Background: an optimization exercise with open tools, aiming at small area, a short achievable clock period and few clock cycles per item. Do not read the settings as production practice.
Where RTL was checked, it was by simulation tests only, not by an equivalence proof against the original.
Only the layout flow was run in run 5; the RTL was not checked for function there.
Power figures rest on the tool's default switching activity, not on a simulated workload.

===== design/flow/config.mk =====
export PLATFORM = sky130hd
export DESIGN_NAME = bin2bcd
export DESIGN_NICKNAME = bin2bcd
export VERILOG_FILES = /design/flow/design.v
export SDC_FILE = /design/flow/constraint.sdc
export NUM_CORES = 4
export LEC_CHECK = 0
export ABC_AREA = 1
export CAP_MARGIN = 20
export CORE_AREA = 2.3 2.72 63.7 63.28
export DIE_AREA = 0 0 66 66
export PLACE_DENSITY = 0.6
export SETUP_SLACK_MARGIN = 2.1
export SLEW_MARGIN = 20

===== design/flow/constraint.sdc =====
create_clock -name core_clock -period 5.0 [get_ports {clk}]
set_input_delay 1.0000 -clock core_clock [delete_from_list [all_inputs] [get_ports {clk}]]
set_output_delay 1.0000 -clock core_clock [all_outputs]
set_load 0.01 [all_outputs]

===== design/flow/design.v =====
module bin2bcd(bin, en, clk, reset, bcd_out, rdy);
	input [11:0] bin;
	input clk;
	input en;
	output [15:0] bcd_out;
	output rdy;
	input reset;
	reg [14:0] mid;     
	reg result_rdy;
	wire [12:0] front_o;
	wire [14:0] back_o;
	front u_front(.v(bin[11:2]), .o(front_o));
	always @(posedge clk)
		mid <= {front_o, bin[1:0]};
	always @(posedge clk or posedge reset) begin
		if (reset) result_rdy <= 1'b0;
		else result_rdy <= en;
	end
	back u_back(.m(mid[14:2]), .l(mid[1:0]), .o(back_o));
	assign bcd_out = {1'b0, back_o};
	assign rdy = result_rdy;
endmodule
module front(v, o);
	input [9:0] v;
	output [12:0] o;
	wire new_n24, new_n25, new_n26, new_n27, new_n28, new_n29, new_n30, new_n31, new_n32, new_n33, new_n34, new_n35, new_n36, new_n37, new_n38, new_n39, new_n40, new_n41, new_n42, new_n43, new_n44, new_n45, new_n46, new_n47, new_n48, new_n49, new_n50, new_n51, new_n52, new_n53, new_n54, new_n55, new_n56, new_n57, new_n58, new_n59, new_n60, new_n61, new_n62, new_n63, new_n64, new_n65, new_n66, new_n67, new_n68, new_n69, new_n70, new_n71, new_n72, new_n73, new_n74, new_n75, new_n76, new_n77, new_n78, new_n79, new_n80, new_n81, new_n82, new_n83, new_n84, new_n85, new_n86, new_n87, new_n88, new_n89, new_n90, new_n91, new_n92, new_n93, new_n94, new_n95, new_n97, new_n98, new_n100, new_n101, new_n102, new_n104, new_n105, new_n107, new_n108, new_n109, new_n110, new_n111, new_n112, new_n113, new_n114, new_n115, new_n116, new_n117, new_n118, new_n119, new_n120, new_n121, new_n122, new_n123, new_n124, new_n125, new_n126, new_n128, new_n129, new_n130, new_n131, new_n132, new_n133, new_n134, new_n135, new_n136, new_n137, new_n138, new_n139, new_n140, new_n141, new_n142, new_n143, new_n145, new_n146, new_n148, new_n149, new_n150, new_n152, new_n153;
	assign new_n24 = ~v[7] & v[9];
	assign new_n25 = v[7] & ~v[9];
	assign new_n26 = ~v[6] & ~new_n25;
	assign new_n27 = ~new_n24 & ~new_n26;
	assign new_n28 = v[6] & ~v[8];
	assign new_n29 = v[8] & ~new_n24;
	assign new_n30 = ~new_n28 & ~new_n29;
	assign new_n31 = ~new_n27 & ~new_n30;
	assign new_n32 = v[5] & new_n31;
	assign new_n33 = new_n24 & ~new_n28;
	assign new_n34 = ~v[6] & v[8];
	assign new_n35 = new_n25 & ~new_n34;
	assign new_n36 = ~new_n33 & ~new_n35;
	assign new_n37 = ~v[5] & ~new_n36;
	assign new_n38 = ~new_n26 & new_n29;
	assign new_n39 = ~v[8] & new_n24;
	assign new_n40 = ~new_n38 & ~new_n39;
	assign new_n41 = v[6] & ~new_n40;
	assign new_n42 = ~v[6] & new_n40;
	assign new_n43 = ~new_n41 & ~new_n42;
	assign new_n44 = new_n37 & ~new_n43;
	assign new_n45 = ~new_n32 & ~new_n44;
	assign new_n46 = v[4] & ~new_n45;
	assign new_n47 = ~v[5] & new_n31;
	assign new_n48 = ~new_n37 & new_n43;
	assign new_n49 = ~new_n47 & ~new_n48;
	assign new_n50 = ~v[5] & ~new_n43;
	assign new_n51 = ~new_n36 & ~new_n50;
	assign new_n52 = ~new_n31 & ~new_n51;
	assign new_n53 = v[5] & ~new_n52;
	assign new_n54 = ~v[5] & new_n52;
	assign new_n55 = ~new_n53 & ~new_n54;
	assign new_n56 = ~v[4] & ~new_n55;
	assign new_n57 = ~new_n49 & new_n56;
	assign new_n58 = ~new_n46 & ~new_n57;
	assign new_n59 = v[3] & ~new_n58;
	assign new_n60 = ~v[4] & ~new_n45;
	assign new_n61 = ~v[4] & ~new_n49;
	assign new_n62 = new_n55 & ~new_n61;
	assign new_n63 = ~new_n60 & ~new_n62;
	assign new_n64 = ~v[3] & ~new_n63;
	assign new_n65 = ~new_n49 & ~new_n56;
	assign new_n66 = new_n45 & ~new_n65;
	assign new_n67 = v[4] & ~new_n66;
	assign new_n68 = ~v[4] & new_n66;
	assign new_n69 = ~new_n67 & ~new_n68;
	assign new_n70 = new_n64 & ~new_n69;
	assign new_n71 = ~new_n59 & ~new_n70;
	assign new_n72 = ~v[2] & ~new_n71;
	assign new_n73 = ~v[3] & ~new_n58;
	assign new_n74 = ~new_n64 & new_n69;
	assign new_n75 = ~new_n73 & ~new_n74;
	assign new_n76 = ~v[2] & ~new_n75;
	assign new_n77 = ~v[3] & ~new_n69;
	assign new_n78 = ~new_n63 & ~new_n77;
	assign new_n79 = new_n58 & ~new_n78;
	assign new_n80 = v[3] & ~new_n79;
	assign new_n81 = ~v[3] & new_n79;
	assign new_n82 = ~new_n80 & ~new_n81;
	assign new_n83 = ~new_n76 & new_n82;
	assign new_n84 = ~new_n72 & ~new_n83;
	assign new_n85 = ~v[2] & ~new_n82;
	assign new_n86 = ~new_n75 & ~new_n85;
	assign new_n87 = new_n71 & ~new_n86;
	assign new_n88 = ~v[2] & ~new_n87;
	assign new_n89 = v[2] & new_n87;
	assign new_n90 = ~new_n88 & ~new_n89;
	assign new_n91 = ~v[1] & new_n90;
	assign new_n92 = ~new_n84 & ~new_n91;
	assign new_n93 = v[2] & ~new_n71;
	assign new_n94 = new_n76 & ~new_n82;
	assign new_n95 = ~new_n93 & ~new_n94;
	assign o[4] = new_n92 | ~new_n95;
	assign new_n97 = ~v[1] & o[4];
	assign new_n98 = v[1] & ~o[4];
	assign o[1] = new_n97 | new_n98;
	assign new_n100 = ~v[1] & ~new_n95;
	assign new_n101 = ~v[1] & ~new_n84;
	assign new_n102 = ~new_n90 & ~new_n101;
	assign o[2] = new_n100 | new_n102;
	assign new_n104 = v[1] & ~new_n95;
	assign new_n105 = ~new_n84 & new_n91;
	assign o[3] = new_n104 | new_n105;
	assign new_n107 = ~v[7] & ~v[8];
	assign new_n108 = v[9] & ~new_n107;
	assign new_n109 = new_n40 & new_n52;
	assign new_n110 = new_n108 & new_n109;
	assign new_n111 = ~new_n66 & new_n110;
	assign new_n112 = ~new_n40 & ~new_n108;
	assign new_n113 = ~new_n52 & new_n108;
	assign new_n114 = new_n108 & ~new_n109;
	assign new_n115 = new_n52 & ~new_n114;
	assign new_n116 = ~new_n113 & ~new_n115;
	assign new_n117 = new_n66 & ~new_n116;
	assign new_n118 = new_n112 & new_n117;
	assign new_n119 = ~new_n111 & ~new_n118;
	assign new_n120 = new_n79 & ~new_n119;
	assign new_n121 = new_n66 & new_n110;
	assign new_n122 = new_n66 & new_n112;
	assign new_n123 = new_n116 & ~new_n122;
	assign new_n124 = ~new_n121 & ~new_n123;
	assign new_n125 = new_n79 & ~new_n124;
	assign new_n126 = new_n112 & ~new_n117;
	assign o[10] = new_n110 | new_n126;
	assign new_n128 = ~new_n66 & ~o[10];
	assign new_n129 = new_n66 & o[10];
	assign new_n130 = ~new_n128 & ~new_n129;
	assign new_n131 = ~new_n125 & ~new_n130;
	assign new_n132 = ~new_n120 & ~new_n131;
	assign new_n133 = new_n79 & new_n130;
	assign new_n134 = ~new_n124 & ~new_n133;
	assign new_n135 = new_n119 & ~new_n134;
	assign new_n136 = new_n79 & ~new_n135;
	assign new_n137 = ~new_n79 & new_n135;
	assign new_n138 = ~new_n136 & ~new_n137;
	assign new_n139 = new_n87 & new_n138;
	assign new_n140 = ~new_n132 & ~new_n139;
	assign new_n141 = ~new_n79 & ~new_n119;
	assign new_n142 = new_n125 & new_n130;
	assign new_n143 = ~new_n141 & ~new_n142;
	assign o[8] = new_n140 | ~new_n143;
	assign new_n145 = new_n87 & o[8];
	assign new_n146 = ~new_n87 & ~o[8];
	assign o[5] = new_n145 | new_n146;
	assign new_n148 = new_n87 & ~new_n143;
	assign new_n149 = new_n87 & ~new_n132;
	assign new_n150 = ~new_n138 & ~new_n149;
	assign o[6] = new_n148 | new_n150;
	assign new_n152 = ~new_n87 & ~new_n143;
	assign new_n153 = ~new_n132 & new_n139;
	assign o[7] = new_n152 | new_n153;
	assign o[9] = ~new_n114 & ~new_n135;
	assign o[11] = new_n114 & new_n135;
	assign o[12] = new_n114 & ~new_n135;
	assign o[0] = v[0];
endmodule
module back(m, l, o);
	input [12:0] m;
	input [1:0] l;
	output [14:0] o;
	wire new_n31, new_n32, new_n33, new_n34, new_n35, new_n36, new_n37, new_n38, new_n39, new_n40, new_n41, new_n42, new_n43, new_n44, new_n45, new_n47, new_n48, new_n50, new_n51, new_n52, new_n54, new_n55, new_n57, new_n58, new_n59, new_n60, new_n61, new_n62, new_n63, new_n64, new_n65, new_n66, new_n67, new_n68, new_n69, new_n70, new_n71, new_n73, new_n74, new_n76, new_n77, new_n78, new_n79, new_n80, new_n81, new_n83, new_n84, new_n86, new_n87, new_n88, new_n89, new_n90, new_n91, new_n93, new_n94, new_n95, new_n96, new_n97, new_n98, new_n99, new_n100, new_n102, new_n103, new_n105, new_n106, new_n107, new_n109, new_n110;
	assign new_n31 = ~m[0] & m[3];
	assign new_n32 = ~m[0] & m[2];
	assign new_n33 = m[1] & ~new_n32;
	assign new_n34 = ~new_n31 & ~new_n33;
	assign new_n35 = ~m[0] & ~m[1];
	assign new_n36 = m[2] & ~new_n35;
	assign new_n37 = ~m[3] & ~new_n36;
	assign new_n38 = ~m[0] & ~new_n37;
	assign new_n39 = m[0] & new_n37;
	assign new_n40 = ~new_n38 & ~new_n39;
	assign new_n41 = ~l[1] & new_n40;
	assign new_n42 = ~new_n34 & ~new_n41;
	assign new_n43 = m[0] & m[3];
	assign new_n44 = m[2] & new_n35;
	assign new_n45 = ~new_n43 & ~new_n44;
	assign o[4] = new_n42 | ~new_n45;
	assign new_n47 = l[1] & o[4];
	assign new_n48 = ~l[1] & ~o[4];
	assign o[1] = ~new_n47 & ~new_n48;
	assign new_n50 = ~l[1] & ~new_n45;
	assign new_n51 = ~l[1] & ~new_n34;
	assign new_n52 = ~new_n40 & ~new_n51;
	assign o[2] = new_n50 | new_n52;
	assign new_n54 = l[1] & ~new_n45;
	assign new_n55 = new_n40 & new_n51;
	assign o[3] = new_n54 | new_n55;
	assign new_n57 = m[4] & m[7];
	assign new_n58 = ~m[4] & m[6];
	assign new_n59 = ~m[5] & new_n58;
	assign new_n60 = ~new_n57 & ~new_n59;
	assign new_n61 = ~m[4] & m[7];
	assign new_n62 = m[5] & ~new_n58;
	assign new_n63 = ~new_n61 & ~new_n62;
	assign new_n64 = ~m[4] & ~m[5];
	assign new_n65 = m[6] & ~new_n64;
	assign new_n66 = ~m[7] & ~new_n65;
	assign new_n67 = m[4] & new_n66;
	assign new_n68 = ~m[4] & ~new_n66;
	assign new_n69 = new_n37 & ~new_n68;
	assign new_n70 = ~new_n67 & new_n69;
	assign new_n71 = ~new_n63 & ~new_n70;
	assign o[8] = ~new_n60 | new_n71;
	assign new_n73 = new_n37 & ~o[8];
	assign new_n74 = ~new_n37 & o[8];
	assign o[5] = ~new_n73 & ~new_n74;
	assign new_n76 = new_n37 & ~new_n60;
	assign new_n77 = new_n37 & ~new_n63;
	assign new_n78 = m[4] & ~new_n66;
	assign new_n79 = ~m[4] & new_n66;
	assign new_n80 = ~new_n78 & ~new_n79;
	assign new_n81 = ~new_n77 & new_n80;
	assign o[6] = new_n76 | new_n81;
	assign new_n83 = ~new_n37 & ~new_n60;
	assign new_n84 = ~new_n63 & new_n70;
	assign o[7] = new_n83 | new_n84;
	assign new_n86 = ~m[8] & m[11];
	assign new_n87 = ~m[8] & m[10];
	assign new_n88 = m[9] & ~new_n87;
	assign new_n89 = ~new_n86 & ~new_n88;
	assign new_n90 = ~m[8] & ~m[9];
	assign new_n91 = m[10] & ~new_n90;
	assign o[13] = m[11] | new_n91;
	assign new_n93 = ~m[8] & o[13];
	assign new_n94 = m[8] & ~o[13];
	assign new_n95 = ~new_n93 & ~new_n94;
	assign new_n96 = new_n66 & new_n95;
	assign new_n97 = ~new_n89 & ~new_n96;
	assign new_n98 = m[8] & m[11];
	assign new_n99 = m[10] & new_n90;
	assign new_n100 = ~new_n98 & ~new_n99;
	assign o[12] = new_n97 | ~new_n100;
	assign new_n102 = ~new_n66 & o[12];
	assign new_n103 = new_n66 & ~o[12];
	assign o[9] = ~new_n102 & ~new_n103;
	assign new_n105 = new_n66 & ~new_n100;
	assign new_n106 = new_n66 & ~new_n89;
	assign new_n107 = ~new_n95 & ~new_n106;
	assign o[10] = new_n105 | new_n107;
	assign new_n109 = ~new_n66 & ~new_n100;
	assign new_n110 = new_n95 & new_n106;
	assign o[11] = new_n109 | new_n110;
	assign o[0] = l[0];
	assign o[14] = m[12];
endmodule

===== design/flow/flow/run.sh =====
#!/bin/bash
# Standard layout, but with the smallest buffer on every port instead of
# the delay buffer that buffer_ports picks by default.
set -euo pipefail
export BUFFER_PORTS_ARGS="-buffer_cell sky130_fd_sc_hd__buf_1"
export CTS_ARGS="-sink_clustering_enable -repair_clock_nets -dont_use_dummy_load -buf_list sky130_fd_sc_hd__clkbuf_4 -root_buf sky130_fd_sc_hd__clkbuf_4"
export SETUP_MOVE_SEQUENCE="sizeup,swap"
bash standard.sh > standard.log 2>&1

===== design/flow/standard.sh =====
#!/bin/bash
# synth_recipe.tcl (not shown) runs the flow's synth.tcl, then flattens the netlist and writes it again
# the make line also repeats each setting of config.mk as NAME=value (left out here)
make -C /OpenROAD-flow-scripts/flow DESIGN_CONFIG=/design/flow/config.mk WORK_HOME=/design/flow/orfs CLKGATE_MAP_FILE= SYNTH_SCRIPT=/design/flow/synth_recipe.tcl "${@:-finish}"

==> flow_summary.json, run 1 <==
{
  "worst-setup-path-type": "in2reg",
  "crit_arrival_ns": 3.00,
  "area_growth_pct": 33.2,
  "dieArea_um2": 4360,
  "crit_path_frequent_cell": "nand2_2",
  "p_sw_frac": 0.481,
  "min_path_type": "in2async",
  "cts_setup_buffers": 0,
  "cts_tree": "done",
  "fin_area_um2": 1720,
  "syn-cell-area_um2": 1290,
  "final_antenna_net_count": 0,
  "ir_drop_mv": 0.117,
  "ios": 32,
  "multi_input_area_um2": 981,
  "max_freq_ghz": 0.355,
  "worstPathMaxFanout": 5,
  "syn-num-nets": 224,
  "p_sw_mw": 0.329,
  "post-dp-hpwl_um": 1910,
  "synth_top_area_share": 0.233,
  "fillers": 400,
  "avgSynthCellArea_um2": 6.23,
  "start_util": 0.352,
  "drt_first_pass_iters": 4,
  "fp-row-count": 22,
  "yosysWarningCount": 1,
  "slowest_stage": "buf_4",
  "synth_cell_types": 29,
  "netlist_top_cells_area": "dfxtp_1 23%, nand2_1 13%, inv_1 10%",
  "drc": 0,
  "drtIter0Drc": 37,
  "seqPwrFrac": 0.262,
  "netlist_top_cells_count": "44 x nand2_1, 35 x inv_1, 15 x dfxtp_1, 15 x nor2_1, 15 x o21ai_0",
  "cts_buffers": 3,
  "clkPwrFrac": 0.090,
  "async_flop_share": 0.0625,
  "grt_max_degree": 10,
  "p_per_area_nw_per_um2": 398,
  "overflow": 0,
  "core_um2": 3660,
  "clock_path_buffers": 2,
  "yosysSeqAreaShare": 0.252,
  "post-route-period-util": 0.563,
  "register_area_um2": 327,
  "vias_per_cell": 4.66,
  "startpoint_type": "input port",
  "antenna_found_initial": 0,
  "nets": 256,
  "grt_pass1_wl_um": 4330,
  "critPathCaptureType": "flip-flop",
  "pwr-share-comb": 0.647,
  "finalSetupTns_ns": 0,
  "cts.clk_slew.worst_paths_ns": 0.08,
  "grt_setup_unrepaired": "yes",
  "hold_violations": 0,
  "io_buffers": 30,
  "synth.largest_area_cell": "dfxtp_1",
  "power_leakage_nw": 0.817,
  "htree_num_levels": 1,
  "vias": 1327,
  "grt_util_all_layers": 0.119,
  "cts_hold_buf": 0,
  "wl_per_cell_um": 8.52,
  "grt_pass1_vias": 1194,
  "yosys_register_bits": 16,
  "setup_viol": 0,
  "root_buffer": "clkbuf_4",
  "syn_inst": 207,
  "placed_cell_area_um2": 1440,
  "synth-main-ff-cell": "dfxtp_1",
  "gp_congestion": 0.793,
  "p_int_mw": 0.355,
  "finalWirelength_um": 2430,
  "post-route-min-period_ns": 2.82,
  "synth.most_common_cell": "nand2_1",
  "drv_cap": 0,
  "cts_sinks": 16,
  "die_h_um": 66,
  "diodes": 0,
  "drive_above_1_share": 0.308,
  "slowest_delay_ns": 0.12,
  "slew_violations": 0,
  "die_w_um": 66,
  "status": "no timing/DRC/antenna violations",
  "required_ns": 5.19,
  "synth_edf_count": 0
}
[state kept, by name, summed over array words and instances, names as in the netlist]
register    count
mid            15
result_rdy      1
[per-layer routing]
metal,global-route usage,wire length [µm]
met5,0,0
met1,0.146,1070
met3,0.00511,91
met4,0.0536,59
met2,0.216,1200
[power by group through the flow]
stage          logic [mW]  clock network, mW  registers [mW]
6_report            0.442             0.0618           0.179
5_1_grt             0.508             0.0732           0.185
4_1_cts             0.386             0.0650           0.178
3_5_place_dp        0.380                  0           0.182
3_3_place_gp        0.377                  0           0.181
2_1_floorplan       0.291                  0           0.177
[how the worst max path moves through the flow]
stage	end	startpoint
after floorplan	mid[3]$_DFF_P_	bin[10]
after global placement	mid[3]$_DFF_P_	bin[11]
after detailed placement	mid[3]$_DFF_P_	bin[11]
after CTS	mid[3]$_DFF_P_	bin[11]
after global routing	mid[3]$_DFF_P_	bin[11]
final	mid[3]$_DFF_P_	bin[10]
[layout make-up]
type,count,share of cell area
clock buffers,3,0.0131
flip-flops and latches,16,0.190
repair buffers,30,0.0896
multi-input cells,147,0.571
inverters,41,0.101
well taps,48,0.0350
[logic make-up (layout without fill, tap and decap cells)]
kind of cell	Yosys count	count (layout)	synth area share
compound gates	47	47	0.228
other cells	1	1	0.00291
xor+xnor	5	5	0.0339
simple gates	92	92	0.327
flops	16	16	0.252
fa+ha+maj	2	2	0.0194
buf+inv	44	74	0.137
[metrics by stage]
step / hold slack (ns) / instances / setup WS [ns] / utilization / total power [mW]
floorplan: 0.729 / 207 / 2.20 / - / 0.468
global placement: 0.805 / 282 / 1.86 / 0.393 / 0.559
detailed placement: 0.813 / 282 / 1.84 / 0.393 / 0.561
CTS: 0.514 / 285 / 2.13 / 0.402 / 0.630
global route: 0.500 / 285 / 2.00 / 0.469 / 0.767
finish: 0.523 / 285 / 2.18 / 0.469 / 0.683
[worst max-delay path, delay by kind of cell]
kind / cells / cell delay (ns)
AND/OR/NAND/NOR: 24 / 1.72
buffers and inverters: 2 / 0.19
AO/OA/AOI/OAI: 1 / 0.04
[cells in the final DEF, fill, tap and decap left out, types with 2 or more instances in the layout]
master	instances
inv_1	31
nor2_1	13
dfxtp_1	14
o21ai_0	9
o21ai_1	8
inv_4	5
inv_2	4
o21ai_2	5
o21bai_1	3
nand4_1	2
o22ai_2	2
buf_1	24
nand3_2	7
a22oi_1	5
a21oi_1	2
nand2_4	13
clkbuf_4	3
nor2_2	4
nand2_1	30
clkbuf_2	2
nand3_1	5
xor2_1	4
o22ai_1	8
nand2_2	16
[what timing repair did]
item                       in CTS  in global routing
pin swaps                       1                 15
gates resized for setup         2                 83
setup endpoints to repair       2                 16
Testbench counts, summed over its fixed seeds: cycles 2,056, items 2,048.
==> inputs of run 2 (changes only) <==
--- a/design/flow/config.mk
+++ b/design/flow/config.mk
@@ -10,5 +10,5 @@
 export CORE_AREA = 2.3 2.72 63.7 63.28
 export DIE_AREA = 0 0 66 66
 export PLACE_DENSITY = 0.6
-export SETUP_SLACK_MARGIN = 2.1
+export SETUP_SLACK_MARGIN = 2.3
 export SLEW_MARGIN = 20
==> run 2 against run 1 <==
Effect of this change: count of clock-buffer cells in the layout stayed put; sequential share of layout area down 0.22 points; highest routed layer is now met3; critical endpoint is now mid[8]$_DFF_P_; via count fell by 1.1%.
==> flow_summary.json, run 2 <==
{
  "final_cell_mix": "30 x inv_1, 29 x nand2_1, 24 x nand2_2, 22 x buf_1, 11 x nor2_1",
  "slew_violations": 0,
  "final_common_cell": "inv_1",
  "cts_setup_buffers": 0,
  "yosysWarningCount": 1,
  "drv_cap": 0,
  "grt_util_all_layers": 0.113,
  "overflow": 0,
  "synth_cell_types": 29,
  "crit_path_start": "bin[9]",
  "vias_per_cell": 4.61,
  "cts_hold_buf": 0,
  "finalWirelength_um": 2520,
  "gp_congestion": 0.823,
  "post-dp-hpwl_um": 1960,
  "status": "no timing/DRC/antenna violations",
  "drtIter0Drc": 18,
  "synth_edf_count": 0,
  "grt_setup_unrepaired": "yes",
  "worstPathMaxFanout": 5,
  "start_util": 0.352,
  "detailedPlace.worstSlack_ns": 1.57,
  "crit_arrival_ns": 2.95,
  "grt_pass1_wl_um": 4010,
  "synth_top_area_share": 0.233,
  "p_total_mw": 0.716,
  "hold_violations": 0,
  "drc": 0,
  "core_um2": 3660,
  "drt_first_pass_iters": 6,
  "antenna_found_initial": 0,
  "required_ns": 5.16,
  "io_buffers": 30,
  "utilization": 0.484,
  "dieArea_um2": 4360,
  "regMostFlops": "mid",
  "netlist_top_cells_area": "dfxtp_1 23%, nand2_1 13%, inv_1 10%",
  "syn-num-nets": 224,
  "largest_register_ffs": 15,
  "startpoint_type": "input port",
  "p_per_area_nw_per_um2": 404,
  "crit_path_end": "mid[8]$_DFF_P_",
  "final_antenna_net_count": 0,
  "grt_max_degree": 9,
  "ir_drop_mv": 0.104,
  "syn_inst": 207,
  "synth.most_common_cell": "nand2_1",
  "synth.largest_area_cell": "dfxtp_1",
  "cts_buffers": 3,
  "post-route-period-util": 0.557,
  "fp-row-count": 22,
  "max_freq_ghz": 0.359,
  "netlist_top_cells_count": "44 x nand2_1, 35 x inv_1, 15 x dfxtp_1, 15 x nor2_1, 15 x o21ai_0",
  "ios": 32,
  "area_growth_pct": 37.3,
  "grt_pass1_vias": 1096,
  "finalSetupTns_ns": 0,
  "syn-cell-area_um2": 1290,
  "root_buffer": "clkbuf_4",
  "synth-main-ff-cell": "dfxtp_1",
  "setup_viol": 0,
  "die_w_um": 66,
  "worst-setup-path-type": "in2reg",
  "wl_per_cell_um": 8.85,
  "reg_top3": "mid x15, result_rdy x1",
  "async_flop_share": 0.0625,
  "cts_tree": "done",
  "cts_sinks": 16,
  "diodes": 0,
  "die_h_um": 66,
  "yosys_register_bits": 16,
  "avgSynthCellArea_um2": 6.23,
  "min_path_type": "in2async",
  "critPathCaptureType": "flip-flop",
  "htree_num_levels": 1,
  "power_leakage_nw": 0.822,
  "clock_path_buffers": 2,
  "vias": 1313,
  "cts.clk_slew.worst_paths_ns": 0.08,
  "yosysSeqAreaShare": 0.252,
  "setup_ws_ns": 2.21,
  "nets": 256,
  "drive_above_1_share": 0.388,
  "post-route-min-period_ns": 2.79
}
-- run 2: cell counts after synthesis --
No cell type changed its count.
-- run 2: through the flow --
stage                     cells  hold slack, ns  instance area, µm²
after detailed placement    282           0.809                1500
after global placement      282           0.811                1500
after global routing        285           0.502                1770
final                       285           0.517                1770
after floorplan             207           0.729                1350
after CTS                   285           0.506                1640
-- run 2: worst min-delay path by stage --
stage                           endpoint  depth (start not counted)  slack, ns  start
floorplan           result_rdy$_DFF_PP0_                          1       0.73  reset
global placement    result_rdy$_DFF_PP0_                          2       0.81  reset
detailed placement  result_rdy$_DFF_PP0_                          2       0.81  reset
CTS                 result_rdy$_DFF_PP0_                          2       0.51  reset
global route        result_rdy$_DFF_PP0_                          2       0.50  reset
finish              result_rdy$_DFF_PP0_                          2       0.52  reset
-- run 2: where the power goes --
group | leakage [nW] | internal [mW] | switching, mW
Sequential | 0.138 | 0.162 | 0.0241
Combinational | 0.671 | 0.184 | 0.285
Clock | 0.0138 | 0.0279 | 0.0332
-- run 2: what timing repair did --
item                       4_1_cts  5_1_grt
hold endpoints to repair         0        0
gates resized for setup         37       48
pin swaps                       18       19
setup endpoints to repair       17       15
-- run 2: worst max-delay path, stage by stage --
cell and delay [ns]:
buf_12 0.09, inv_6 0.03, a21oi_4 0.16, nand2_2 0.09, nand2_2 0.10, nand2_2 0.07, nand3_2 0.05, nand2_1 0.06
nand2_2 0.10, nand2_2 0.08, nand3_2 0.08, nand2_4 0.07, nand2_8 0.11, nand2_4 0.06, nand3_2 0.06, nand2_2 0.05
nand2_1 0.15, inv_2 0.07, nand2_1 0.09, nand2_1 0.07, o21ai_2 0.07, inv_1 0.07, nor2_1 0.09, o22ai_1 0.07
-- run 2: area by class of cell --
class | instances | area [µm²]
Clock buffer | 3 | 22.5
Timing Repair Buffer | 30 | 165
Multi-Input combinational cell | 147 | 1010
Inverter | 41 | 185
Tap cell | 48 | 60.1
Fill cell | 385 | 1890
Sequential cell | 16 | 333
-- run 2: per-layer routing --
| layer | GRT usage | up-vias | wire (µm) |
|---|---|---|---|
| li1 | - | 729 | - |
| met1 | 0.136 | 566 | 1150 |
| met4 | 0.0587 | 0 | 0 |
| met2 | 0.196 | 18 | 1310 |
| met5 | 0 | - | 0 |
| met3 | 0.0153 | 0 | 59 |
-- run 2: cell families (layout without fill, tap and decap cells) --
group	after synthesis	count (layout)	share of synthesized area
AOI/OAI and AO/OA	47	47	0.228
and+or+nand+nor	92	92	0.327
other	1	1	0.00291
buffers and inverters	44	74	0.137
xor gates and xnor gates	5	5	0.0339
DFF	16	16	0.252
adders and majority gates	2	2	0.0194
==> inputs of run 3 (changes only) <==
--- a/design/flow/flow/run.sh
+++ b/design/flow/flow/run.sh
@@ -4,5 +4,4 @@
 set -euo pipefail
 export BUFFER_PORTS_ARGS="-buffer_cell sky130_fd_sc_hd__buf_1"
 export CTS_ARGS="-sink_clustering_enable -repair_clock_nets -dont_use_dummy_load -buf_list sky130_fd_sc_hd__clkbuf_4 -root_buf sky130_fd_sc_hd__clkbuf_4"
-export SETUP_MOVE_SEQUENCE="sizeup,swap"
 bash standard.sh > standard.log 2>&1
--- a/design/flow/config.mk
+++ b/design/flow/config.mk
@@ -10,5 +10,4 @@
 export CORE_AREA = 2.3 2.72 63.7 63.28
 export DIE_AREA = 0 0 66 66
 export PLACE_DENSITY = 0.6
-export SETUP_SLACK_MARGIN = 2.3
 export SLEW_MARGIN = 20
==> run 3 against run 2 <==
Effect of this change: routed wire length is 14% lower; synthesized cell count did not move; combinational power down about 20%; sequential share of layout area up 3.5 points; largest cell class unchanged; final cell count stayed put; count of clock-buffer cells in the layout did not move; hold slack better by 0.0064 ns; fmax shrank 5.7%; via count fell by 2.7%; highest routed layer is now met4; non-clock buffer count is the same; clock power is essentially flat.
==> flow_summary.json, run 3 <==
{
  "cts_resized": 0,
  "netlist_top_cells_count": "44 x nand2_1, 35 x inv_1, 15 x dfxtp_1, 15 x nor2_1, 15 x o21ai_0",
  "gp_congestion": 0.793,
  "io_buffers": 30,
  "fin_area_um2": 1460,
  "die_h_um": 66,
  "start_util": 0.352,
  "fin_cells": 285,
  "diodes": 0,
  "post-route-min-period_ns": 2.96,
  "top_layer": "met4",
  "finalWirelength_um": 2180,
  "dieArea_um2": 4360,
  "cts_sinks": 16,
  "slew_violations": 0,
  "placed_cells": 282,
  "final_antenna_net_count": 0,
  "path_cells": "inv_1 > o21bai_1 > xor2_1 > inv_1 > nor2_1 > o21ai_0 > xor2_1 > buf_1",
  "vias": 1278,
  "critPathCaptureType": "primary output",
  "cts_buffers": 3,
  "yosysSeqAreaShare": 0.252,
  "cts_setup_buffers": 0,
  "vias_per_cell": 4.48,
  "drive_above_1_share": 0.131,
  "yosysWarningCount": 1,
  "avgSynthCellArea_um2": 6.23,
  "cts.clk_slew.worst_paths_ns": 0.08,
  "grt_util_all_layers": 0.119,
  "utilization": 0.400,
  "ir_drop_mv": 0.103,
  "drv_cap": 0,
  "nets": 256,
  "syn-cell-area_um2": 1290,
  "area_growth_pct": 13.4,
  "root_buffer": "clkbuf_4",
  "p_total_mw": 0.615,
  "placed_cell_area_um2": 1440,
  "worstPathMaxFanout": 6,
  "power_leakage_nw": 0.720,
  "wl_per_cell_um": 7.65,
  "drt_first_pass_iters": 4,
  "final_cell_mix": "44 x nand2_1, 35 x inv_1, 30 x buf_1",
  "worst_hold_slack_ns": 0.523,
  "detailedPlace.worstSlack_ns": 1.84,
  "required_ns": 4.00,
  "crit_arrival_ns": 1.96,
  "slowest_delay_ns": 0.41,
  "grt_max_degree": 10,
  "die_w_um": 66,
  "grt_pass1_vias": 1194,
  "syn_inst": 207,
  "yosys_register_bits": 16,
  "final_common_cell": "nand2_1",
  "drc": 0,
  "setup_ws_ns": 2.04,
  "netlist_top_cells_area": "dfxtp_1 23%, nand2_1 13%, inv_1 10%",
  "startpoint_type": "flip-flop",
  "fp-row-count": 22,
  "cts_tree": "done",
  "regMostFlops": "mid",
  "slowest_stage": "o21bai_1",
  "p_per_area_nw_per_um2": 420,
  "setup_viol": 0,
  "largest_register_ffs": 15,
  "wl_met2_um": 964,
  "cts_hold_buf": 0,
  "finalSetupTns_ns": 0,
  "reg_top3": "mid x15, result_rdy x1",
  "wl_met3_um": 84,
  "htree_num_levels": 1,
  "hold_violations": 0,
  "synth-main-ff-cell": "dfxtp_1",
  "synth_top_area_share": 0.233,
  "syn-num-nets": 224,
  "post-dp-hpwl_um": 1910,
  "wl_met1_um": 1080,
  "min_path_type": "in2async",
  "worst-setup-path-type": "reg2out",
  "async_flop_share": 0.0625,
  "overflow": 0,
  "core_um2": 3660,
  "max_freq_ghz": 0.338,
  "synth_edf_count": 0,
  "grt_setup_unrepaired": "no",
  "drtIter0Drc": 39,
  "antenna_found_initial": 0,
  "clock_path_buffers": 2,
  "synth.largest_area_cell": "dfxtp_1",
  "synth.most_common_cell": "nand2_1",
  "synth_cell_types": 29,
  "status": "no timing/DRC/antenna violations",
  "grt_pass1_wl_um": 4330,
  "ios": 32,
  "post-route-period-util": 0.591
}
[run 3: kinds of logic after synthesis]
group | Yosys count | share of synthesized area
and+or+nand+nor | 92 | 0.327
AOI/OAI and AO/OA | 47 | 0.228
buffers and inverters | 44 | 0.137
DFF | 16 | 0.252
xor gates and xnor gates | 5 | 0.0339
adders and majority gates | 2 | 0.0194
other | 1 | 0.00291
[run 3: cell type report]
class	count	area [µm²]
multi-input combinational	147	788
timing repair buffer	30	113
fill	436	2200
sequential	16	325
clock buffer	3	22.5
inverter	41	154
tap	48	60.1
[run 3: worst max-delay path: cells and delay by family, from the launching register on]
family	cells	cell delay, ns
AOI/OAI and AO/OA	2	0.64
DFF	1	0.36
xor gates and xnor gates	2	0.35
buffers and inverters	3	0.29
and+or+nand+nor	1	0.04
[run 3: worst max-delay path by stage]
stage | start | end | slack [ns]
global route | bin[11] | mid[3]$_DFF_P_ | 1.73
detailed placement | bin[11] | mid[3]$_DFF_P_ | 1.84
finish | mid[4]$_DFF_P_ | bcd_out[1] | 2.04
CTS | mid[4]$_DFF_P_ | bcd_out[1] | 1.99
global placement | bin[11] | mid[3]$_DFF_P_ | 1.86
floorplan | bin[10] | mid[3]$_DFF_P_ | 2.20
[run 3: routing by layer]
layer | GRT usage | vias up
li1 | - | 723
met1 | 0.146 | 527
met2 | 0.216 | 23
met3 | 0.00511 | 5
met4 | 0.0536 | 0
met5 | 0 | -
[run 3: power by group]
group          internal, mW  switching (mW)  total, mW
clock network        0.0279          0.0334     0.0613
registers             0.159          0.0190      0.178
logic                 0.135           0.241      0.375
==> inputs of run 4 (changes only) <==
--- a/design/flow/flow/run.sh
+++ b/design/flow/flow/run.sh
@@ -4,4 +4,5 @@
 set -euo pipefail
 export BUFFER_PORTS_ARGS="-buffer_cell sky130_fd_sc_hd__buf_1"
 export CTS_ARGS="-sink_clustering_enable -repair_clock_nets -dont_use_dummy_load -buf_list sky130_fd_sc_hd__clkbuf_4 -root_buf sky130_fd_sc_hd__clkbuf_4"
+export SETUP_MOVE_SEQUENCE="unbuffer,swap"
 bash standard.sh > standard.log 2>&1
--- a/design/flow/config.mk
+++ b/design/flow/config.mk
@@ -10,4 +10,5 @@
 export CORE_AREA = 2.3 2.72 63.7 63.28
 export DIE_AREA = 0 0 66 66
 export PLACE_DENSITY = 0.6
+export SETUP_SLACK_MARGIN = 2.5
 export SLEW_MARGIN = 20
==> run 4 against run 3 <==
Effect of this change: clock power decreased by 1%; sequential share of layout area decreased by 1.0 points; count of clock-buffer cells in the layout unchanged; worst setup slack got worse by 0.18 ns; final area increased by 4.7%; routed wire length increased by 7.1%; sequential power about the same; critical path type is now in2reg.
==> flow_summary.json, run 4 <==
{
  "status": "no timing/DRC/antenna violations",
  "setup_viol": 0,
  "synth.largest_area_cell": "dfxtp_1",
  "synth.most_common_cell": "nand2_1",
  "grt_max_degree": 9,
  "final_common_cell": "nand2_1",
  "slowest_stage": "buf_1",
  "ios": 32,
  "slew_violations": 0,
  "relSlewSlack": 0.653,
  "crit_path_frequent_cell": "nand2_1",
  "post-dp-hpwl_um": 2040,
  "critPathCaptureType": "flip-flop",
  "vias": 1321,
  "diodes": 0,
  "syn-cell-area_um2": 1290,
  "yosysWarningCount": 1,
  "nets": 256,
  "min_path_type": "in2async",
  "vias_per_cell": 4.64,
  "die_h_um": 66,
  "required_ns": 5.17,
  "clock_path_buffers": 2,
  "yosysSeqAreaShare": 0.252,
  "final_cell_mix": "40 x nand2_1, 32 x inv_1, 30 x buf_1, 17 x nand2_2",
  "grt_setup_unrepaired": "yes",
  "worst-setup-path-type": "in2reg",
  "fillers": 410,
  "cts.clk_slew.worst_paths_ns": 0.08,
  "fp-row-count": 22,
  "crit_arrival_ns": 3.30,
  "p_total_mw": 0.629,
  "dieArea_um2": 4360,
  "start_util": 0.352,
  "drive_above_1_share": 0.177,
  "max_freq_ghz": 0.319,
  "area_growth_pct": 18.7,
  "cts_resized": 0,
  "finalWirelength_um": 2330,
  "root_buffer": "clkbuf_4",
  "startpoint_type": "input port",
  "post-route-period-util": 0.627,
  "syn_inst": 207,
  "setup_ws_ns": 1.86,
  "wl_per_cell_um": 8.19,
  "reg_top3": "mid x15, result_rdy x1",
  "synth_cell_types": 29,
  "avgSynthCellArea_um2": 6.23,
  "largest_register_ffs": 15,
  "hold_violations": 0,
  "ir_drop_mv": 0.108,
  "worstPathMaxFanout": 5,
  "gp_congestion": 0.821,
  "slowest_delay_ns": 0.40,
  "p_per_area_nw_per_um2": 411,
  "cts_setup_buffers": 0,
  "overflow": 0,
  "async_flop_share": 0.0625,
  "synth-main-ff-cell": "dfxtp_1",
  "regMostFlops": "mid",
  "die_w_um": 66,
  "grt_pass1_wl_um": 4280,
  "io_buffers": 30,
  "syn-num-nets": 224,
  "drtIter0Drc": 52,
  "power_leakage_nw": 0.740,
  "yosys_register_bits": 16,
  "cts_tree": "done",
  "critPathBufInv": 1,
  "antenna_found_initial": 0,
  "netlist_top_cells_count": "44 x nand2_1, 35 x inv_1, 15 x dfxtp_1, 15 x nor2_1, 15 x o21ai_0",
  "synth_edf_count": 0,
  "final_antenna_net_count": 0,
  "grt_pass1_vias": 1173,
  "drc": 0,
  "cpLargestDelayFamily": "simple AND/OR/NAND/NOR gates",
  "fin_cells": 285,
  "max_slew.worst_pin.slew_ns": 0.521,
  "drv_cap": 0,
  "synth_top_area_share": 0.233,
  "cts_sinks": 16,
  "detailedPlace.worstSlack_ns": 1.56,
  "cts_buffers": 3,
  "finalSetupTns_ns": 0,
  "grt_util_all_layers": 0.118,
  "drt_first_pass_iters": 7,
  "post-route-min-period_ns": 3.14,
  "htree_num_levels": 1,
  "netlist_top_cells_area": "dfxtp_1 23%, nand2_1 13%, inv_1 10%",
  "core_um2": 3660,
  "placed_cells": 282
}
[run 4: changes by cell type in the layout (fill, tap and decap cells not counted), moves of 2 or more]
cell and delta:
nand2_1 -4, inv_1 -3, nand2_2 +3, o21ai_0 -3
nand3_1 -2, nand3_2 +2, o21ai_2 +2
[run 4: cell families after synthesis]
| group | synth area share |
|---|---|
| buffers and inverters | 0.137 |
| adder cells (fa/ha/maj) | 0.0194 |
| XOR/XNOR | 0.0339 |
| AND/OR/NAND/NOR | 0.327 |
| other | 0.00291 |
| AO/OA/AOI/OAI | 0.228 |
| flip-flops | 0.252 |
[run 4: layout make-up]
class                      count  area [µm²]  area share
timing repair buffer          30         113      0.0735
clock buffer                   3        22.5      0.0147
multi-input combinational    147         828       0.541
inverter                      41         183       0.119
sequential                    16         325       0.212
tap                           48        60.1      0.0392
[run 4: worst paths after layout]
kind	cells after the start	from	to	slack, ns
setup / recovery	26	bin[9]	mid[3]$_DFF_P_	1.86
max in group asynchronous	2	reset	result_rdy$_DFF_PP0_	4.39
min in group core_clock	1	bin[0]	mid[0]$_DFF_P_	0.81
hold / removal	2	reset	result_rdy$_DFF_PP0_	0.52
[run 4: per-stage QoR]
step / area [µm²] / utilization / hold slack, ns
global route: 1530 / 0.418 / 0.515
floorplan: 1360 / - / 0.729
detailed placement: 1510 / 0.412 / 0.814
global placement: 1510 / 0.412 / 0.811
finish: 1530 / 0.418 / 0.518
CTS: 1530 / 0.418 / 0.509
[run 4: timing repair]
action | in CTS | in global routing
pin swaps | 16 | 17
endpoints found under the setup margin | 21 | 24
hold buffers | 0 | 0
[run 4: metal layers]
metal  vias up  track usage  wire length, µm
met3         2      0.00511               66
met4         0       0.0459               24
met5         -            0                0
met2        19        0.212             1100
li1        725            -                -
met1       575        0.147             1140
[run 4: power by group]
part | internal, mW | switching, mW
Clock | 0.0278 | 0.0329
Sequential | 0.159 | 0.0191
Combinational | 0.140 | 0.251
==> inputs of run 5 (changes only) <==
--- a/design/flow/design.v
+++ b/design/flow/design.v
@@ -164,7 +164,7 @@
 	input [12:0] m;
 	input [1:0] l;
 	output [14:0] o;
-	wire new_n31, new_n32, new_n33, new_n34, new_n35, new_n36, new_n37, new_n38, new_n39, new_n40, new_n41, new_n42, new_n43, new_n44, new_n45, new_n47, new_n48, new_n50, new_n51, new_n52, new_n54, new_n55, new_n57, new_n58, new_n59, new_n60, new_n61, new_n62, new_n63, new_n64, new_n65, new_n66, new_n67, new_n68, new_n69, new_n70, new_n71, new_n73, new_n74, new_n76, new_n77, new_n78, new_n79, new_n80, new_n81, new_n83, new_n84, new_n86, new_n87, new_n88, new_n89, new_n90, new_n91, new_n93, new_n94, new_n95, new_n96, new_n97, new_n98, new_n99, new_n100, new_n102, new_n103, new_n105, new_n106, new_n107, new_n109, new_n110;
+	wire new_n31, new_n32, new_n33, new_n34, new_n35, new_n36, new_n37, new_n38, new_n39, new_n40, new_n41, new_n42, new_n43, new_n44, new_n45, new_n47, new_n48, new_n50, new_n51, new_n52, new_n54, new_n55, new_n57, new_n58, new_n59, new_n60, new_n61, new_n62, new_n63, new_n64, new_n65, new_n66, new_n67, new_n68, new_n69, new_n70, new_n71, new_n73, new_n74, new_n76, new_n77, new_n78, new_n80, new_n81, new_n83, new_n84, new_n85, new_n86, new_n87, new_n88, new_n90, new_n91, new_n92, new_n93, new_n94, new_n95, new_n96, new_n97, new_n99, new_n100, new_n102, new_n103, new_n104, new_n106, new_n107;
 	assign new_n31 = ~m[0] & m[3];
 	assign new_n32 = ~m[0] & m[2];
 	assign new_n33 = m[1] & ~new_n32;
@@ -172,80 +172,77 @@
 	assign new_n35 = ~m[0] & ~m[1];
 	assign new_n36 = m[2] & ~new_n35;
 	assign new_n37 = ~m[3] & ~new_n36;
-	assign new_n38 = ~m[0] & ~new_n37;
-	assign new_n39 = m[0] & new_n37;
+	assign new_n38 = m[0] & ~new_n37;
+	assign new_n39 = ~m[0] & new_n37;
 	assign new_n40 = ~new_n38 & ~new_n39;
-	assign new_n41 = ~l[1] & new_n40;
+	assign new_n41 = ~l[1] & ~new_n40;
 	assign new_n42 = ~new_n34 & ~new_n41;
 	assign new_n43 = m[0] & m[3];
-	assign new_n44 = m[2] & new_n35;
+	assign new_n44 = ~m[1] & new_n32;
 	assign new_n45 = ~new_n43 & ~new_n44;
 	assign o[4] = new_n42 | ~new_n45;
-	assign new_n47 = l[1] & o[4];
-	assign new_n48 = ~l[1] & ~o[4];
-	assign o[1] = ~new_n47 & ~new_n48;
+	assign new_n47 = ~l[1] & o[4];
+	assign new_n48 = l[1] & ~o[4];
+	assign o[1] = new_n47 | new_n48;
 	assign new_n50 = ~l[1] & ~new_n45;
 	assign new_n51 = ~l[1] & ~new_n34;
-	assign new_n52 = ~new_n40 & ~new_n51;
+	assign new_n52 = new_n40 & ~new_n51;
 	assign o[2] = new_n50 | new_n52;
 	assign new_n54 = l[1] & ~new_n45;
-	assign new_n55 = new_n40 & new_n51;
+	assign new_n55 = ~new_n40 & new_n51;
 	assign o[3] = new_n54 | new_n55;
-	assign new_n57 = m[4] & m[7];
+	assign new_n57 = ~m[4] & m[7];
 	assign new_n58 = ~m[4] & m[6];
-	assign new_n59 = ~m[5] & new_n58;
+	assign new_n59 = m[5] & ~new_n58;
 	assign new_n60 = ~new_n57 & ~new_n59;
-	assign new_n61 = ~m[4] & m[7];
-	assign new_n62 = m[5] & ~new_n58;
-	assign new_n63 = ~new_n61 & ~new_n62;
-	assign new_n64 = ~m[4] & ~m[5];
-	assign new_n65 = m[6] & ~new_n64;
-	assign new_n66 = ~m[7] & ~new_n65;
-	assign new_n67 = m[4] & new_n66;
-	assign new_n68 = ~m[4] & ~new_n66;
-	assign new_n69 = new_n37 & ~new_n68;
-	assign new_n70 = ~new_n67 & new_n69;
-	assign new_n71 = ~new_n63 & ~new_n70;
-	assign o[8] = ~new_n60 | new_n71;
-	assign new_n73 = new_n37 & ~o[8];
-	assign new_n74 = ~new_n37 & o[8];
+	assign new_n61 = ~m[4] & ~m[5];
+	assign new_n62 = m[6] & ~new_n61;
+	assign new_n63 = ~m[7] & ~new_n62;
+	assign new_n64 = ~m[4] & ~new_n63;
+	assign new_n65 = m[4] & new_n63;
+	assign new_n66 = ~new_n64 & ~new_n65;
+	assign new_n67 = new_n37 & new_n66;
+	assign new_n68 = ~new_n60 & ~new_n67;
+	assign new_n69 = m[4] & m[7];
+	assign new_n70 = m[6] & new_n61;
+	assign new_n71 = ~new_n69 & ~new_n70;
+	assign o[8] = new_n68 | ~new_n71;
+	assign new_n73 = ~new_n37 & o[8];
+	assign new_n74 = new_n37 & ~o[8];
 	assign o[5] = ~new_n73 & ~new_n74;
-	assign new_n76 = new_n37 & ~new_n60;
-	assign new_n77 = new_n37 & ~new_n63;
-	assign new_n78 = m[4] & ~new_n66;
-	assign new_n79 = ~m[4] & new_n66;
-	assign new_n80 = ~new_n78 & ~new_n79;
-	assign new_n81 = ~new_n77 & new_n80;
-	assign o[6] = new_n76 | new_n81;
-	assign new_n83 = ~new_n37 & ~new_n60;
-	assign new_n84 = ~new_n63 & new_n70;
-	assign o[7] = new_n83 | new_n84;
-	assign new_n86 = ~m[8] & m[11];
-	assign new_n87 = ~m[8] & m[10];
-	assign new_n88 = m[9] & ~new_n87;
-	assign new_n89 = ~new_n86 & ~new_n88;
-	assign new_n90 = ~m[8] & ~m[9];
-	assign new_n91 = m[10] & ~new_n90;
-	assign o[13] = m[11] | new_n91;
-	assign new_n93 = ~m[8] & o[13];
-	assign new_n94 = m[8] & ~o[13];
-	assign new_n95 = ~new_n93 & ~new_n94;
-	assign new_n96 = new_n66 & new_n95;
-	assign new_n97 = ~new_n89 & ~new_n96;
-	assign new_n98 = m[8] & m[11];
-	assign new_n99 = m[10] & new_n90;
-	assign new_n100 = ~new_n98 & ~new_n99;
-	assign o[12] = new_n97 | ~new_n100;
-	assign new_n102 = ~new_n66 & o[12];
-	assign new_n103 = new_n66 & ~o[12];
-	assign o[9] = ~new_n102 & ~new_n103;
-	assign new_n105 = new_n66 & ~new_n100;
-	assign new_n106 = new_n66 & ~new_n89;
-	assign new_n107 = ~new_n95 & ~new_n106;
-	assign o[10] = new_n105 | new_n107;
-	assign new_n109 = ~new_n66 & ~new_n100;
-	assign new_n110 = new_n95 & new_n106;
-	assign o[11] = new_n109 | new_n110;
+	assign new_n76 = new_n37 & ~new_n71;
+	assign new_n77 = new_n37 & ~new_n60;
+	assign new_n78 = ~new_n66 & ~new_n77;
+	assign o[6] = new_n76 | new_n78;
+	assign new_n80 = ~new_n37 & ~new_n71;
+	assign new_n81 = ~new_n60 & new_n67;
+	assign o[7] = new_n80 | new_n81;
+	assign new_n83 = ~m[8] & m[11];
+	assign new_n84 = ~m[8] & m[10];
+	assign new_n85 = m[9] & ~new_n84;
+	assign new_n86 = ~new_n83 & ~new_n85;
+	assign new_n87 = ~m[8] & ~m[9];
+	assign new_n88 = m[10] & ~new_n87;
+	assign o[13] = m[11] | new_n88;
+	assign new_n90 = m[8] & o[13];
+	assign new_n91 = ~m[8] & ~o[13];
+	assign new_n92 = ~new_n90 & ~new_n91;
+	assign new_n93 = new_n63 & ~new_n92;
+	assign new_n94 = ~new_n86 & ~new_n93;
+	assign new_n95 = m[8] & m[11];
+	assign new_n96 = ~m[9] & new_n84;
+	assign new_n97 = ~new_n95 & ~new_n96;
+	assign o[12] = new_n94 | ~new_n97;
+	assign new_n99 = ~new_n63 & o[12];
+	assign new_n100 = new_n63 & ~o[12];
+	assign o[9] = ~new_n99 & ~new_n100;
+	assign new_n102 = new_n63 & ~new_n97;
+	assign new_n103 = new_n63 & ~new_n86;
+	assign new_n104 = new_n92 & ~new_n103;
+	assign o[10] = new_n102 | new_n104;
+	assign new_n106 = ~new_n63 & ~new_n97;
+	assign new_n107 = ~new_n92 & new_n103;
+	assign o[11] = new_n106 | new_n107;
 	assign o[0] = l[0];
 	assign o[14] = m[12];
 endmodule
--- a/design/flow/flow/run.sh
+++ b/design/flow/flow/run.sh
@@ -4,5 +4,4 @@
 set -euo pipefail
 export BUFFER_PORTS_ARGS="-buffer_cell sky130_fd_sc_hd__buf_1"
 export CTS_ARGS="-sink_clustering_enable -repair_clock_nets -dont_use_dummy_load -buf_list sky130_fd_sc_hd__clkbuf_4 -root_buf sky130_fd_sc_hd__clkbuf_4"
-export SETUP_MOVE_SEQUENCE="unbuffer,swap"
 bash standard.sh > standard.log 2>&1
--- a/design/flow/config.mk
+++ b/design/flow/config.mk
@@ -10,5 +10,4 @@
 export CORE_AREA = 2.3 2.72 63.7 63.28
 export DIE_AREA = 0 0 66 66
 export PLACE_DENSITY = 0.6
-export SETUP_SLACK_MARGIN = 2.5
 export SLEW_MARGIN = 20
==> run 5 against run 4 <==
Effect of this change: count of clock-buffer cells in the layout unchanged; global-route usage barely moved; total power shrank 2.2%; largest power group unchanged; non-clock buffer count stayed put; area after synthesis increased by 0.19%; still clean on timing, DRC and antenna.
==> flow_summary.json, run 5 <==
{
  "status": "no timing/DRC/antenna violations",
  "regMostFlops": "mid",
  "placed_cells": 284,
  "grt_setup_unrepaired": "no",
  "grt_max_degree": 9,
  "vias_per_cell": 4.47,
  "clock_path_buffers": 2,
  "synth.most_common_cell": "nand2_1",
  "slew_violations": 0,
  "pwr-share-comb": 0.611,
  "p_total_mw": 0.616,
  "cts_setup_buffers": 0,
  "synth.largest_area_cell": "dfxtp_1",
  "root_buffer": "clkbuf_4",
  "vias": 1284,
  "p_sw_mw": 0.295,
  "drc": 0,
  "largest_register_ffs": 15,
  "seqPwrFrac": 0.287,
  "min_path_type": "in2async",
  "syn-num-nets": 224,
  "max_freq_ghz": 0.334,
  "p_int_mw": 0.321,
  "gp_congestion": 0.725,
  "antenna_found_initial": 0,
  "post-route-period-util": 0.598,
  "synth_cell_types": 28,
  "synth_top_area_share": 0.232,
  "cts_tree": "done",
  "htree_num_levels": 1,
  "grt_pass1_vias": 1132,
  "worst-setup-path-type": "reg2out",
  "drtIter0Drc": 31,
  "post-route-min-period_ns": 2.99,
  "start_util": 0.353,
  "final_cell_mix": "48 x nand2_1, 33 x inv_1, 30 x buf_1, 17 x o21ai_0",
  "fillers": 432,
  "worstPathMaxFanout": 6,
  "grt_util_all_layers": 0.118,
  "p_sw_frac": 0.478,
  "startpoint_type": "flip-flop",
  "final_common_cell": "nand2_1",
  "core_um2": 3660,
  "syn_inst": 209,
  "finalSetupTns_ns": 0,
  "die_w_um": 66,
  "diodes": 0,
  "io_buffers": 30,
  "avgSynthCellArea_um2": 6.18,
  "cpLargestDelayFamily": "compound AO/OA/AOI/OAI gates",
  "synth-main-ff-cell": "dfxtp_1",
  "hold_violations": 0,
  "final_antenna_net_count": 0,
  "wl_per_cell_um": 7.60,
  "cts_sinks": 16,
  "slowest_stage": "dfxtp_1",
  "area_growth_pct": 13.4,
  "cts_hold_buf": 0,
  "fin_cells": 287,
  "clkPwrFrac": 0.102,
  "path_cells": "nor2_1 > o21bai_1 > xor2_1 > nor2_1 > o21ai_0 > xor2_1 > buf_1",
  "multi_input_area_um2": 787,
  "yosysSeqAreaShare": 0.252,
  "ios": 32,
  "netlist_top_cells_area": "dfxtp_1 23%, nand2_1 14%, inv_1 9.6%",
  "setup_viol": 0,
  "overflow": 0,
  "p_per_area_nw_per_um2": 420,
  "fp-row-count": 22,
  "power_leakage_nw": 0.723,
  "netlist_top_cells_count": "48 x nand2_1, 33 x inv_1, 17 x o21ai_0, 15 x dfxtp_1, 15 x nor2_1",
  "drt_first_pass_iters": 4,
  "cts.clk_slew.worst_paths_ns": 0.08,
  "reg_top3": "mid x15, result_rdy x1",
  "detailedPlace.worstSlack_ns": 1.83,
  "cts_resized": 0,
  "post-dp-hpwl_um": 1910,
  "synth_edf_count": 0,
  "die_h_um": 66,
  "finalWirelength_um": 2180,
  "critPathBufInv": 1,
  "nets": 256,
  "drv_cap": 0,
  "yosysWarningCount": 1,
  "syn-cell-area_um2": 1290,
  "register_area_um2": 325,
  "grt_pass1_wl_um": 4260,
  "yosys_register_bits": 16,
  "slowest_delay_ns": 0.39,
  "cts_buffers": 3,
  "crit_arrival_ns": 1.99,
  "ir_drop_mv": 0.0939,
  "required_ns": 4.00,
  "async_flop_share": 0.0625,
  "drive_above_1_share": 0.146,
  "critPathCaptureType": "primary output",
  "setup_ws_ns": 2.01,
  "dieArea_um2": 4360,
  "utilization": 0.400
}
==> run 5: power groups by stage <==
| stage | Combinational (mW) | Sequential [mW] | Clock, mW |
|---|---|---|---|
| after floorplan | 0.292 | 0.177 | 0 |
| after global placement | 0.376 | 0.180 | 0 |
| after detailed placement | 0.380 | 0.180 | 0 |
| after CTS | 0.381 | 0.177 | 0.0684 |
| after global routing | 0.440 | 0.182 | 0.0739 |
| final | 0.376 | 0.177 | 0.0629 |
==> run 5: metal layers <==
metal,GRT usage,vias up,wire (µm)
met5,0,-,0
met4,0.0459,0,0
met3,0.0119,0,92
met1,0.143,538,1040
met2,0.211,22,1050
li1,-,724,-
==> run 5: path summary, 6_finish.rpt <==
| check | endpoint | cells past startpoint | from | slack (ns) |
|---|---|---|---|---|
| max in group asynchronous | result_rdy$_DFF_PP0_ | 2 | reset | 4.40 |
| min in group core_clock | mid[1]$_DFF_P_ | 1 | bin[1] | 0.81 |
| min | result_rdy$_DFF_PP0_ | 2 | reset | 0.51 |
| max | bcd_out[5] | 7 | mid[6]$_DFF_P_ | 2.01 |
==> run 5: cells by family (layout without fill, tap and decap cells) <==
logic type,count (synthesis),in the layout,synth area share
AO/OA/AOI/OAI,48,48,0.235
XOR/XNOR,6,6,0.0407
buffers and inverters,45,75,0.139
flip-flops,16,16,0.252
other,1,1,0.00290
AND/OR/NAND/NOR,93,93,0.330
==> run 5: per-stage QoR <==
| stage | cell area, µm² | hold WS (ns) |
|---|---|---|
| after CTS | 1470 | 0.494 |
| after global placement | 1440 | 0.808 |
| after detailed placement | 1440 | 0.808 |
| final | 1470 | 0.512 |
| after global routing | 1470 | 0.489 |
| after floorplan | 1290 | 0.729 |
==> run 5: layout make-up <==
class	instances	area share
clock buffer	3	0.0154
tap	48	0.0410
sequential	16	0.222
multi-input combinational	148	0.537
timing repair buffer	30	0.0769
inverter	42	0.108
==> inputs of run 6 (changes only) <==
--- a/design/flow/design.v
+++ b/design/flow/design.v
@@ -172,24 +172,24 @@
 	assign new_n35 = ~m[0] & ~m[1];
 	assign new_n36 = m[2] & ~new_n35;
 	assign new_n37 = ~m[3] & ~new_n36;
-	assign new_n38 = m[0] & ~new_n37;
-	assign new_n39 = ~m[0] & new_n37;
+	assign new_n38 = ~m[0] & ~new_n37;
+	assign new_n39 = m[0] & new_n37;
 	assign new_n40 = ~new_n38 & ~new_n39;
-	assign new_n41 = ~l[1] & ~new_n40;
+	assign new_n41 = ~l[1] & new_n40;
 	assign new_n42 = ~new_n34 & ~new_n41;
 	assign new_n43 = m[0] & m[3];
-	assign new_n44 = ~m[1] & new_n32;
+	assign new_n44 = m[2] & new_n35;
 	assign new_n45 = ~new_n43 & ~new_n44;
 	assign o[4] = new_n42 | ~new_n45;
-	assign new_n47 = ~l[1] & o[4];
-	assign new_n48 = l[1] & ~o[4];
-	assign o[1] = new_n47 | new_n48;
+	assign new_n47 = l[1] & o[4];
+	assign new_n48 = ~l[1] & ~o[4];
+	assign o[1] = ~new_n47 & ~new_n48;
 	assign new_n50 = ~l[1] & ~new_n45;
 	assign new_n51 = ~l[1] & ~new_n34;
-	assign new_n52 = new_n40 & ~new_n51;
+	assign new_n52 = ~new_n40 & ~new_n51;
 	assign o[2] = new_n50 | new_n52;
 	assign new_n54 = l[1] & ~new_n45;
-	assign new_n55 = ~new_n40 & new_n51;
+	assign new_n55 = new_n40 & new_n51;
 	assign o[3] = new_n54 | new_n55;
 	assign new_n57 = ~m[4] & m[7];
 	assign new_n58 = ~m[4] & m[6];
@@ -198,21 +198,21 @@
 	assign new_n61 = ~m[4] & ~m[5];
 	assign new_n62 = m[6] & ~new_n61;
 	assign new_n63 = ~m[7] & ~new_n62;
-	assign new_n64 = ~m[4] & ~new_n63;
-	assign new_n65 = m[4] & new_n63;
+	assign new_n64 = m[4] & ~new_n63;
+	assign new_n65 = ~m[4] & new_n63;
 	assign new_n66 = ~new_n64 & ~new_n65;
-	assign new_n67 = new_n37 & new_n66;
+	assign new_n67 = new_n37 & ~new_n66;
 	assign new_n68 = ~new_n60 & ~new_n67;
 	assign new_n69 = m[4] & m[7];
-	assign new_n70 = m[6] & new_n61;
+	assign new_n70 = ~m[5] & new_n58;
 	assign new_n71 = ~new_n69 & ~new_n70;
 	assign o[8] = new_n68 | ~new_n71;
-	assign new_n73 = ~new_n37 & o[8];
-	assign new_n74 = new_n37 & ~o[8];
-	assign o[5] = ~new_n73 & ~new_n74;
+	assign new_n73 = new_n37 & o[8];
+	assign new_n74 = ~new_n37 & ~o[8];
+	assign o[5] = new_n73 | new_n74;
 	assign new_n76 = new_n37 & ~new_n71;
 	assign new_n77 = new_n37 & ~new_n60;
-	assign new_n78 = ~new_n66 & ~new_n77;
+	assign new_n78 = new_n66 & ~new_n77;
 	assign o[6] = new_n76 | new_n78;
 	assign new_n80 = ~new_n37 & ~new_n71;
 	assign new_n81 = ~new_n60 & new_n67;
@@ -224,24 +224,24 @@
 	assign new_n87 = ~m[8] & ~m[9];
 	assign new_n88 = m[10] & ~new_n87;
 	assign o[13] = m[11] | new_n88;
-	assign new_n90 = m[8] & o[13];
-	assign new_n91 = ~m[8] & ~o[13];
+	assign new_n90 = ~m[8] & o[13];
+	assign new_n91 = m[8] & ~o[13];
 	assign new_n92 = ~new_n90 & ~new_n91;
-	assign new_n93 = new_n63 & ~new_n92;
+	assign new_n93 = new_n63 & new_n92;
 	assign new_n94 = ~new_n86 & ~new_n93;
 	assign new_n95 = m[8] & m[11];
-	assign new_n96 = ~m[9] & new_n84;
+	assign new_n96 = m[10] & new_n87;
 	assign new_n97 = ~new_n95 & ~new_n96;
 	assign o[12] = new_n94 | ~new_n97;
-	assign new_n99 = ~new_n63 & o[12];
-	assign new_n100 = new_n63 & ~o[12];
-	assign o[9] = ~new_n99 & ~new_n100;
+	assign new_n99 = new_n63 & o[12];
+	assign new_n100 = ~new_n63 & ~o[12];
+	assign o[9] = new_n99 | new_n100;
 	assign new_n102 = new_n63 & ~new_n97;
 	assign new_n103 = new_n63 & ~new_n86;
-	assign new_n104 = new_n92 & ~new_n103;
+	assign new_n104 = ~new_n92 & ~new_n103;
 	assign o[10] = new_n102 | new_n104;
 	assign new_n106 = ~new_n63 & ~new_n97;
-	assign new_n107 = ~new_n92 & new_n103;
+	assign new_n107 = new_n92 & new_n103;
 	assign o[11] = new_n106 | new_n107;
 	assign o[0] = l[0];
 	assign o[14] = m[12];
==> run 6 against run 5 <==
Effect of this change: die area unchanged; global-route usage down 1.0 points; area after synthesis up 0.68%; hold slack better by 0.0048 ns; count of clock-buffer cells in the layout unchanged; sequential power about the same; total power rose by 1.8%; fmax is 2.6% higher; highest routed layer unchanged.
==> flow_summary.json, run 6 <==
{
  "status": "no timing/DRC/antenna violations",
  "final_cell_mix": "46 x nand2_1, 34 x inv_1, 30 x buf_1, 17 x nor2_1, 15 x dfxtp_1",
  "drt_first_pass_iters": 4,
  "clock_path_buffers": 2,
  "worstPathMaxFanout": 6,
  "fillers": 425,
  "min_path_type": "in2async",
  "ir_drop_mv": 0.0935,
  "htree_num_levels": 1,
  "post-route-period-util": 0.583,
  "root_buffer": "clkbuf_4",
  "diodes": 0,
  "drive_above_1_share": 0.150,
  "cts_hold_buf": 0,
  "syn_inst": 210,
  "overflow": 0,
  "vias": 1285,
  "cts_setup_buffers": 0,
  "wl_per_cell_um": 7.52,
  "post-dp-hpwl_um": 1900,
  "fin_cells": 288,
  "finalWirelength_um": 2170,
  "synth.largest_area_cell": "dfxtp_1",
  "async_flop_share": 0.0625,
  "finalSetupTns_ns": 0,
  "required_ns": 4.00,
  "yosysSeqAreaShare": 0.250,
  "slowest_stage": "dfxtp_1",
  "io_buffers": 30,
  "grt_max_degree": 9,
  "post-route-min-period_ns": 2.92,
  "area_growth_pct": 13.3,
  "dieArea_um2": 4360,
  "drc": 0,
  "max_freq_ghz": 0.343,
  "core_um2": 3660,
  "critPathCaptureType": "primary output",
  "power_leakage_nw": 0.730,
  "netlist_top_cells_count": "46 x nand2_1, 34 x inv_1, 17 x nor2_1, 15 x dfxtp_1, 14 x o21ai_0",
  "drv_cap": 0,
  "setup_viol": 0,
  "vias_per_cell": 4.46,
  "cpLargestDelayFamily": "compound AO/OA/AOI/OAI gates",
  "crit_arrival_ns": 1.92,
  "drtIter0Drc": 59,
  "ios": 32,
  "register_area_um2": 325,
  "fp-row-count": 22,
  "nets": 257,
  "cts.clk_slew.worst_paths_ns": 0.08,
  "syn-num-nets": 225,
  "die_h_um": 66,
  "regMostFlops": "mid",
  "netlist_top_cells_area": "dfxtp_1 23%, nand2_1 13%, inv_1 9.8%",
  "reg_top3": "mid x15, result_rdy x1",
  "cts_buffers": 3,
  "final_antenna_net_count": 0,
  "antenna_found_initial": 0,
  "p_per_area_nw_per_um2": 425,
  "start_util": 0.355,
  "grt_setup_unrepaired": "no",
  "cts_tree": "done",
  "worst-setup-path-type": "reg2out",
  "placed_cells": 285,
  "syn-cell-area_um2": 1300,
  "synth_top_area_share": 0.231,
  "utilization": 0.403,
  "slew_violations": 0,
  "cts_sinks": 16,
  "final_common_cell": "nand2_1",
  "critPathBufInv": 2,
  "cts_resized": 0,
  "gp_congestion": 0.793,
  "grt_pass1_wl_um": 3840,
  "synth-main-ff-cell": "dfxtp_1",
  "grt_pass1_vias": 1011,
  "multi_input_area_um2": 792,
  "avgSynthCellArea_um2": 6.20,
  "grt_util_all_layers": 0.107,
  "synth_edf_count": 0,
  "largest_register_ffs": 15,
  "yosys_register_bits": 16,
  "synth.most_common_cell": "nand2_1",
  "slowest_delay_ns": 0.36,
  "yosysWarningCount": 1,
  "synth_cell_types": 29,
  "hold_violations": 0,
  "path_cells": "nor2_1 > o21bai_1 > xor2_1 > inv_1 > nor2_1 > o21ai_0 > xor2_1 > buf_1",
  "die_w_um": 66,
  "startpoint_type": "flip-flop"
}
-- run 6: cell types whose count changed in the layout (fill, tap and decap cells not counted), sizes merged --
cell / delta
a22oi: +1
inv: +1
nand2: -2
nor2: +2
o21ai: -3
o22ai: +1
or2: +1
-- run 6: layer usage --
metal	vias up	wire, µm	global-route usage
li1	728	-	-
met5	-	0	0
met1	535	1080	0.141
met2	22	985	0.173
met3	0	97	0.0119
met4	0	0	0.0536
-- run 6: through the flow --
stage          worst slack, ns  hold WS [ns]  power [mW]  instance area [µm²]
2_1_floorplan             2.19         0.729       0.480                 1300
3_3_place_gp              1.79         0.806       0.570                 1450
3_5_place_dp              1.81         0.812       0.573                 1450
4_1_cts                   2.04         0.504       0.637                 1470
5_1_grt                   1.72         0.503       0.701                 1470
6_report                  2.08         0.517       0.627                 1470
-- run 6: final timing paths --
check | depth (start not counted) | end | startpoint
max | 8 | bcd_out[1] | mid[2]$_DFF_P_
min | 2 | result_rdy$_DFF_PP0_ | reset
max in group asynchronous | 2 | result_rdy$_DFF_PP0_ | reset
min in group core_clock | 1 | mid[1]$_DFF_P_ | bin[1]
-- run 6: where the power goes --
group	switching [mW]	internal [mW]
sequential	0.0172	0.159
clock	0.0341	0.0278
combinational	0.248	0.141
-- run 6: logic make-up (layout without fill, tap and decap cells) --
kind of cell | after synthesis | count (layout) | synth area share
AND/OR/NAND/NOR | 94 | 94 | 0.333
AO/OA/AOI/OAI | 47 | 47 | 0.233
buffers and inverters | 46 | 76 | 0.141
flip-flops | 16 | 16 | 0.250
XOR/XNOR | 6 | 6 | 0.0404
other | 1 | 1 | 0.00288
-- run 6: cell type report --
cell class / count / area share
clock buffer: 3 / 0.0153
inverter: 43 / 0.110
multi-input combinational: 148 / 0.537
sequential: 16 / 0.221
tap: 48 / 0.0407
timing repair buffer: 30 / 0.0764
Testbench counts of run 6, summed over its fixed seeds: cycles 2,056, items 2,048.

[separate check: timing with driven ports]
The results above use ideal ports. As a check the final layouts listed here were re-extracted and re-timed, cells and wires unchanged.
Step 1: set_driving_cell puts a clkbuf_16 on clk and a buf_2 on each other input, an assumption about the parent block.
Step 2, shift: input delay + t, output delay - t, t = (earliest + latest rising clock arrival at the registers) / 2. This alone moves slack from input paths to output paths.
Slacks: ideal ports / drivers / drivers and shift; pairs: ideal ports / drivers.
| run | shift t [ns] | slack for setup (ns) | worst slew at a driven data input, ns |
|---|---|---|---|
| run 1 | 0.294 | 2.183 / 2.150 / 1.856 | 0.06 |
| run 2 | 0.288 | 2.214 / 2.171 / 1.883 | 0.06 |
| run 3 | 0.293 | 2.044 / 2.024 / 1.844 | 0.03 |
| run 4 | 0.288 | 1.864 / 1.862 / 1.574 | 0.03 |
| run 5 | 0.290 | 2.010 / 1.992 / 1.824 | 0.03 |
| run 6 | 0.288 | 2.085 / 2.065 / 1.833 | 0.03 |
After both steps every run listed still meets setup and hold. For run 2, which loses most, drivers alone change the setup slack by -0.043 ns; drivers and shift together by -0.331 ns.
